Background: an optimization exercise with open tools, aiming at small area. Do not read the settings as production practice.
Only simulation tests tie the RTL to the original design; equivalence was not proved.
Power figures rest on the tool's default switching activity, not on a simulated workload.

== run A ==
Design neuron_layer, start of the top module:
module neuron_layer
#(
	parameter SIZE = 32
)
(
	input [SIZE-1:0] in,
	input [7:0] set_weight,
	input [4:0] set_addr,
	input [5:0] set_unit,
	input swr, clk,
	output out
);
	reg [7:0] in_n;           
	reg [31:0] h_n;           
	reg [3:0] od;             
	always @ (posedge clk) in_n <= ~in[7:0];
	wire [7:0] wd_n = ~set_weight;
	wire [7:0] asel_n;
	wire [31:0] usel_n;
	wire hsel = swr & ~set_unit[5];
	genvar i;
	generate
		for (i = 0; i < 8; i = i + 1) begin : addr_dec
			assign asel_n[i] = ~(set_addr[2:0] == i);
		end
		for (i = 0; i < 32; i = i + 1) begin : unit_dec
			assign usel_n[i] = ~(hsel & (set_unit[4:0] == i));
		end
	endgenerate
	wire [31:0] h;
	generate
		for (i = 0; i < 32; i = i + 1) begin : layer_generation
			neuron neuron_inst (
				.clk (clk),
				.in_n (in_n),
				.wd_n (wd_n),
				.asel_n (asel_n),
				.usel_n (usel_n[i]),
				.h (h[i])
			);
		end
	endgenerate
	always @ (posedge clk) h_n <= ~h;
	wire o;
	r_neuron r_neuron_inst (
		.clk (clk),
		.in_n (h_n),
		.wd_n (wd_n),
		.set_addr (set_addr),
		.sel (swr & set_unit[5]),
		.h (o)
	);
	always @ (posedge clk) od <= {od[2:0], o};
	assign out = od[3];
endmodule
For scale: ~7600 cells after synthesis, about 54 I/O pins, ~120000 sq um of cells after synthesis.
==> flow/config.mk <==
export PLATFORM = sky130hd
export DESIGN_NAME = neuron_layer
export DESIGN_NICKNAME = neuron_layer
export VERILOG_FILES = /design/flow/design.v
export SDC_FILE = /design/flow/constraint.sdc
export NUM_CORES = 4
export LEC_CHECK = 0
export CAP_MARGIN = 20
export CORE_MARGIN = 2
export CORE_UTILIZATION = 45
export PLACE_DENSITY = 0.6
export SLEW_MARGIN = 20
export SYNTH_HIERARCHICAL = 1
==> flow/constraint.sdc <==
create_clock -name core_clock -period 7.0 [get_ports {clk}]
set_input_delay 1.4000 -clock core_clock [delete_from_list [all_inputs] [get_ports {clk}]]
set_output_delay 1.4000 -clock core_clock [all_outputs]
set_load 0.01 [all_outputs]
run.sh (not shown) runs the stock make flow with config.mk's settings and CLKGATE_MAP_FILE= SYNTH_SCRIPT=/design/flow/synth_recipe.tcl, a recipe that flattens the netlist after the stock synthesis.
Here is what was changed in the inputs of run B compared with run A.
# run A
export LEC_CHECK = 0
export CAP_MARGIN = 20
export CORE_MARGIN = 2
export CORE_UTILIZATION = 45
export PLACE_DENSITY = 0.6
export SLEW_MARGIN = 20
export SYNTH_HIERARCHICAL = 1
create_clock -name core_clock -period 7.0 [get_ports {clk}]
# run B
export LEC_CHECK = 0
export CAP_MARGIN = 20
export CORE_MARGIN = 2
export CORE_UTILIZATION = 65
export CTS_BUF_LIST = sky130_fd_sc_hd__clkbuf_8
export CTS_CLUSTER_DIAMETER = 60
export CTS_CLUSTER_SIZE = 16
export PLACE_DENSITY = 0.75
export SLEW_MARGIN = 20
export SYNTH_HIERARCHICAL = 1
create_clock -name core_clock -period 7.0 [get_ports {clk}]
Results
Run B improves on run A in total power.
Compared with run A, power in the clock group in run B decreased by more than a quarter.
When the final numbers for run B and run A were put side by side, the clock period minus worst slack turned out to be greater in run B.
Compared to run A, the router laid down less metal wire for run B.
Run B against run A: effective utilization at floorplan went up 20 points, cell-internal power went down 15%, actual slew at the worst max-slew pin went down 0.046 ns, fraction of power consumed by sequential logic went up 4.3 points.
Run A → run B: share of total power in combinational logic increased 5.2 points, area added between synthesis and finish fell by 4.9 points.
Input-level comparison between run C and run B:
# run B
export LEC_CHECK = 0
export CAP_MARGIN = 20
export CORE_MARGIN = 2
export CORE_UTILIZATION = 65
export CTS_BUF_LIST = sky130_fd_sc_hd__clkbuf_8
export CTS_CLUSTER_DIAMETER = 60
export CTS_CLUSTER_SIZE = 16
export PLACE_DENSITY = 0.75
export SLEW_MARGIN = 20
export SYNTH_HIERARCHICAL = 1
create_clock -name core_clock -period 7.0 [get_ports {clk}]
# run C
export LEC_CHECK = 0
export CAP_MARGIN = 5
export CORE_MARGIN = 2
export CORE_UTILIZATION = 65
export CTS_BUF_LIST = sky130_fd_sc_hd__clkbuf_8
export CTS_CLUSTER_DIAMETER = 60
export CTS_CLUSTER_SIZE = 16
export PLACE_DENSITY = 0.75
export SLEW_MARGIN = 5
export SYNTH_HIERARCHICAL = 1
create_clock -name core_clock -period 7.0 [get_ports {clk}]
Findings:
Maximum number of pins on one net before global-route repair: run C vs run B identical. Diff run B..run C | final period utilization | negligible. Run B → run C: simple-gate area share of the yosys netlist held steady; clock distribution power barely changed; total number of multi-input combinational cells was more or less identical.

neuron_layer, a different RTL version from the one above (not shown whole).
Size in the first run: about 2,400 flip-flops, ~54 I/O pins, ~110,000 um2 of cells after synthesis.
clock: 7.0 ns
lec_check: 0
cap_margin: 20
core_margin: 2
core_utilization: 65
cts_buf_list: sky130_fd_sc_hd__clkbuf_8
cts_cluster_diameter: 60
cts_cluster_size: 16
place_density: 0.75
slew_margin: 20
synth_hierarchical: 1
Then changed:
Settings changed: CORE_UTILIZATION 65 to 72, PLACE_DENSITY 0.75 to 0.82.
Outcome:
- The new run ran to the end with no violations
- via count climbs slightly
- die area drops by roughly a tenth
- sequential share of layout area climbs by 0.28 points
- non-clock buffer count drops by 37

[afterwards: timing with drivers on the ports]
In the flow no input, the clock included, has a driving cell. The finished layouts below were timed again as built, in two steps.
Step 1 sets driving cells, clkbuf_16 on the clock port and buf_2 on the other inputs (assumed; they add their load-dependent delay and slew).
Step 2 also shifts input and output timing later by t, the mid clock arrival at the registers, as if the neighbouring blocks saw the same clock.
Slacks: ideal ports / drivers / drivers and shift; pairs: ideal ports / drivers.
| run | t (ns) | setup slack, ns | hold slack, ns | clock arrival spread, ns | pins driven straight from the clock port |
|---|---|---|---|---|---|
| run A | 0.998 | 0.956 / 0.956 / 0.956 | 0.327 / 0.327 / 0.327 | 0.047 / 0.047 | 1 |
| run B | 1.046 | 0.839 / 0.839 / 0.839 | 0.335 / 0.335 / 0.335 | 0.065 / 0.065 | 1 |
| run C | 1.046 | 0.839 / 0.839 / 0.839 | 0.335 / 0.335 / 0.335 | 0.065 / 0.065 | 1 |
| the first run of note 2 | 1.083 | 0.809 / 0.809 / 0.809 | 0.325 / 0.325 / 0.325 | 0.056 / 0.057 | 1 |
| the second run of note 2 | 1.071 | 0.900 / 0.900 / 0.900 | 0.311 / 0.311 / 0.311 | 0.054 / 0.053 | 1 |
After both steps setup and hold are still met in every run listed.
